Background: an optimization exercise with open tools, aiming at small area and a short achievable clock period. Do not read the settings as production practice.
Function was checked by simulation only, so behaviour that the tests miss may differ from the original.
No driver is modelled on the clock port, so clocking that relies on it looks cheaper here than on a real chip.
Power figures rest on the tool's default switching activity, not on a simulated workload.

==> flow/design.v <==
`timescale 1ns / 1ps
module adatreclock(clk, rst, sdi, sample, sample_valid);
	input wire clk;
	input wire rst;
	input wire sdi;
	output wire sample;
	output reg sample_valid;
	reg d1, d2;
	reg [2:0] sample_timer;
	wire edge_detected = d1 ^ d2;
	assign sample = d2;
	always @ (posedge clk) begin
		if (rst) begin
			d1 <= 1'b0;
			d2 <= 1'b0;
			sample_timer <= 3'b0;
			sample_valid <= 1'b0;
		end
		else begin
			d1 <= sdi;
			d2 <= d1;
			if (edge_detected)
				sample_timer <= 3'b0;
			else
				sample_timer <= sample_timer + 3'd1;
			sample_valid <= !edge_detected && (sample_timer == 3'd3);
		end
	end
endmodule
`timescale 1ns / 1ps
module adatreceive(clk8x, rst, sdi, frame_sync, bit_sync,
	ch1, ch2, ch3, ch4,
	ch5, ch6, ch7, ch8);
	input wire clk8x;
	input wire rst;
	input wire sdi;
	output reg frame_sync;
	output wire bit_sync;
	output reg [23:0] ch1;
	output reg [23:0] ch2;
	output reg [23:0] ch3;
	output reg [23:0] ch4;
	output reg [23:0] ch5;
	output reg [23:0] ch6;
	output reg [23:0] ch7;
	output reg [23:0] ch8;
	reg [7:0] bitpos;
	reg [28:0] shiftreg;
	reg prevbit;
	wire [23:0] sample;
	wire [23:0] rsample;
	wire [23:0] ldval;
	wire sdi_reclocked;
	wire found_sync_pattern;
	assign sample[23:20] = shiftreg[28:25];
	assign sample[19:16] = shiftreg[23:20];
	assign sample[15:12] = shiftreg[18:15];
	assign sample[11:8]  = shiftreg[13:10];
	assign sample[7:4]   = shiftreg[8:5];
	assign sample[3:0]   = shiftreg[3:0];
	genvar i;
	generate
		for (i = 0; i < 24; i = i + 1) begin
			assign rsample[i] = sample[23-i];
		end
	endgenerate
	assign ldval = rst ? 24'd0 : rsample;
	adatreclock reclocker(
		.clk(clk8x),
		.rst(rst),
		.sdi(sdi),
		.sample(sdi_reclocked),
		.sample_valid(bit_sync)
	);
	assign found_sync_pattern =
		(shiftreg[28:19] == 10'b0000000000);
	reg [7:0] ld_q;
	wire [7:0] ld_next;
	assign ld_next[0] = ~found_sync_pattern & (bitpos == 8'd33);
	assign ld_next[1] = ~found_sync_pattern & (bitpos == 8'd63);
	assign ld_next[2] = ~found_sync_pattern & (bitpos == 8'd93);
	assign ld_next[3] = ~found_sync_pattern & (bitpos == 8'd123);
	assign ld_next[4] = ~found_sync_pattern & (bitpos == 8'd153);
	assign ld_next[5] = ~found_sync_pattern & (bitpos == 8'd183);
	assign ld_next[6] = ~found_sync_pattern & (bitpos == 8'd213);
	assign ld_next[7] = ~found_sync_pattern & (bitpos == 8'd243);
	wire ld1 = rst | ld_q[0];
	wire ld2 = rst | ld_q[1];
	wire ld3 = rst | ld_q[2];
	wire ld4 = rst | ld_q[3];
	wire ld5 = rst | ld_q[4];
	wire ld6 = rst | ld_q[5];
	wire ld7 = rst | ld_q[6];
	wire ld8 = rst | ld_q[7];
	always @ (posedge clk8x) begin
		if (ld1) ch1 <= ldval;
		if (ld2) ch2 <= ldval;
		if (ld3) ch3 <= ldval;
		if (ld4) ch4 <= ldval;
		if (ld5) ch5 <= ldval;
		if (ld6) ch6 <= ldval;
		if (ld7) ch7 <= ldval;
		if (ld8) ch8 <= ldval;
	end
	always @ (posedge clk8x) begin
		if (rst) begin
			frame_sync <= 1'b0;
			bitpos <= 8'd0;
			shiftreg <= 29'h1fffffff;
			prevbit <= 1'b0;
			ld_q <= 8'd0;
		end
		else begin
			frame_sync <= bit_sync & found_sync_pattern;
			if (bit_sync) begin
				prevbit <= sdi_reclocked;
				ld_q <= ld_next;
				shiftreg <= {sdi_reclocked ^ prevbit, shiftreg[28:1]};
				if (found_sync_pattern)
					bitpos <= 8'd0;
				else
					bitpos <= bitpos + 8'd1;
			end
		end
	end
endmodule
==> flow/config.mk <==
export PLATFORM = sky130hd
export DESIGN_NAME = adatreceive
export DESIGN_NICKNAME = adatreceive
export VERILOG_FILES = /design/flow/design.v
export SDC_FILE = /design/flow/constraint.sdc
export NUM_CORES = 4
export LEC_CHECK = 0
export CAP_MARGIN = 20
export CORE_MARGIN = 2
export CORE_UTILIZATION = 60
export CTS_CLUSTER_DIAMETER = 60
export CTS_CLUSTER_SIZE = 30
export SETUP_SLACK_MARGIN = 0.9
export SLEW_MARGIN = 20
==> flow/constraint.sdc <==
create_clock -name core_clock -period 2.7 [get_ports {clk8x}]
set_input_delay 0.5400 -clock core_clock [delete_from_list [all_inputs] [get_ports {clk8x}]]
set_output_delay 0.5400 -clock core_clock [all_outputs]
set_load 0.01 [all_outputs]
run.sh (not shown) runs the stock make flow with config.mk's settings and CLKGATE_MAP_FILE= SYNTH_SCRIPT=/design/flow/synth_recipe.tcl, a recipe that flattens the netlist after the stock synthesis.
The first run completed without violations.
Next try:
==> flow/flow/run.sh (new file) <==
#!/bin/bash
# Own layout flow: the standard ORFS layout, with one change to clock tree
# synthesis (cts_hook.tcl): the intermediate levels of TritonCTS's tree are
# removed, so the leaf buffers hang directly on the root buffer's net. The tree
# stays balanced (every register is two buffers from the clock port).
# Port buffers start as buf_1 (the smallest buffer) instead of clkdlybuf4s50_1.
set -euo pipefail
here=$(pwd)
export PRE_CTS_TCL=$here/flow/cts_hook.tcl
export BUFFER_PORTS_ARGS="-buffer_cell sky130_fd_sc_hd__buf_1"
bash standard.sh > "$here/standard_flow.log" 2>&1
==> flow/flow/cts_hook.tcl (new file) <==
# Wrap clock_tree_synthesis: after TritonCTS builds its tree, remove the
# buffers between the root buffer and the leaf (cluster) buffers, and hang
# the leaf buffers directly on the net their removed driver was driven by.
rename clock_tree_synthesis tritoncts_clock_tree_synthesis
proc clock_tree_synthesis { args } {
  tritoncts_clock_tree_synthesis {*}$args
  set block [ord::get_db_block]
  for { set level 1 } { $level < 10 } { incr level } {
    foreach inst [$block getInsts] {
      set name [$inst getName]
      if { ![string match "clkbuf_${level}_*" $name] } { continue }
      set in [[$inst findITerm A] getNet]
      set out [[$inst findITerm X] getNet]
      foreach it [$out getITerms] {
        if { [$it getInst] ne $inst } {
          $it disconnect
          $it connect $in
        }
      }
      odb::dbInst_destroy $inst
      odb::dbNet_destroy $out
      puts "cts_hook: removed $name"
    }
  }
}
==> flow/standard.sh (new file) <==
#!/bin/bash
# synth_recipe.tcl (not shown) runs the flow's synth.tcl, then flattens the netlist and writes it again
# the make line also repeats each setting of config.mk as NAME=value (left out here)
make -C /OpenROAD-flow-scripts/flow DESIGN_CONFIG=/design/flow/config.mk WORK_HOME=/design/flow/orfs CLKGATE_MAP_FILE= SYNTH_SCRIPT=/design/flow/synth_recipe.tcl "${@:-finish}"
SETUP_SLACK_MARGIN = 1.2   (was 0.9)
removed: flow/run.sh
=>
- The changed run finished clean
- clock power barely changes
- synthesized cell count is unchanged
- global-route usage went down by 1.6 points
- worst setup slack improves by 0.21 ns
- critical path depth does not change
- via count went down by 1.9%
- sequential share of layout area went up by 4.9 points
- register-to-register slack improves by 0.19 ns
Next try:
==> flow/run.sh (new file) <==
#!/bin/bash
# synth_recipe.tcl (not shown) runs the flow's synth.tcl, then flattens the netlist and writes it again
# the make line also repeats each setting of config.mk as NAME=value (left out here)
make -C /OpenROAD-flow-scripts/flow DESIGN_CONFIG=/design/flow/config.mk WORK_HOME=/design/flow/orfs CLKGATE_MAP_FILE= SYNTH_SCRIPT=/design/flow/synth_recipe.tcl finish
CORE_UTILIZATION = 40   (was 60)
CTS_CLUSTER_DIAMETER = default   (was 60)
CTS_CLUSTER_SIZE = default   (was 30)
removed: flow/flow/run.sh
removed: flow/flow/cts_hook.tcl
removed: flow/standard.sh
Outcome:
- The new run went through all stages and came out clean
- via count goes up slightly
- design area climbs by a few percent
- critical path depth stays the same
- total power increases by about a fifth
- non-clock buffer count is lower by 2
- hold slack is better by 0.072 ns
Next try:
==> flow/flow/run.sh (new file) <==
#!/bin/bash
# Own layout flow: the standard ORFS layout, with one change to clock tree
# synthesis (cts_hook.tcl): the intermediate levels of TritonCTS's tree are
# removed, so the leaf buffers hang directly on the root buffer's net. The tree
# stays balanced (every register is two buffers from the clock port).
# Port buffers start as buf_1 (the smallest buffer) instead of clkdlybuf4s50_1.
set -euo pipefail
here=$(pwd)
export PRE_CTS_TCL=$here/flow/cts_hook.tcl
export BUFFER_PORTS_ARGS="-buffer_cell sky130_fd_sc_hd__buf_1"
bash standard.sh > "$here/standard_flow.log" 2>&1
==> flow/flow/cts_hook.tcl (new file) <==
# Wrap clock_tree_synthesis: after TritonCTS builds its tree, remove the
# buffers between the root buffer and the leaf (cluster) buffers, and hang
# the leaf buffers directly on the net their removed driver was driven by.
rename clock_tree_synthesis tritoncts_clock_tree_synthesis
proc clock_tree_synthesis { args } {
  tritoncts_clock_tree_synthesis {*}$args
  set block [ord::get_db_block]
  for { set level 1 } { $level < 10 } { incr level } {
    foreach inst [$block getInsts] {
      set name [$inst getName]
      if { ![string match "clkbuf_${level}_*" $name] } { continue }
      set in [[$inst findITerm A] getNet]
      set out [[$inst findITerm X] getNet]
      foreach it [$out getITerms] {
        if { [$it getInst] ne $inst } {
          $it disconnect
          $it connect $in
        }
      }
      odb::dbInst_destroy $inst
      odb::dbNet_destroy $out
      puts "cts_hook: removed $name"
    }
  }
}
==> flow/standard.sh (new file) <==
#!/bin/bash
# synth_recipe.tcl (not shown) runs the flow's synth.tcl, then flattens the netlist and writes it again
# the make line also repeats each setting of config.mk as NAME=value (left out here)
make -C /OpenROAD-flow-scripts/flow DESIGN_CONFIG=/design/flow/config.mk WORK_HOME=/design/flow/orfs CLKGATE_MAP_FILE= SYNTH_SCRIPT=/design/flow/synth_recipe.tcl "${@:-finish}"
CORE_UTILIZATION = 60   (was 40)
CTS_CLUSTER_DIAMETER = 60   (was default)
CTS_CLUSTER_SIZE = 30   (was default)
SETUP_SLACK_MARGIN = 1.0   (was 1.2)
removed: flow/run.sh
The changed run ran to the end with no violations. Cell count decreases by 12%. Hold slack loses 0.11 ns. Die area decreases by about 33%. Synthesized area is unchanged. Synthesized cell count does not change. First-iteration DRC count increases by about 8%. Fmax increases by about 1.7%. Register-to-register slack loses 0.06 ns.

## re-timing with driven ports
No port has a modelled driver above. Below, the same layouts with a new extraction and two added sets of constraints.
Step 1: set_driving_cell puts a clkbuf_16 on clk8x and a buf_2 on each other input, an assumption about the parent block.
Step 2 times the ports against the registers' clock, not the clock port: input delays grow and output delays shrink by t, the midpoint of the rising clock arrivals with the driver on.
Three values: ideal ports, drivers, drivers and shift; two values: the first two.
run	t, ns	setup slack, ns	hold slack, ns	cell pins on the clock port's net
the first run	0.495	0.956 / 0.917 / 0.650	0.448 / 0.448 / 0.448	1
the second run	0.456	1.165 / 1.125 / 0.824	0.354 / 0.343 / 0.443	1
the third run	0.534	1.086 / 1.042 / 0.754	0.426 / 0.426 / 0.426	1
the fourth run	0.453	1.113 / 1.073 / 0.683	0.320 / 0.309 / 0.430	1
After both steps every run listed still meets setup and hold. The setup slack of the fourth run, which loses most, moves by -0.040 ns with the drivers and by -0.430 ns with both steps.
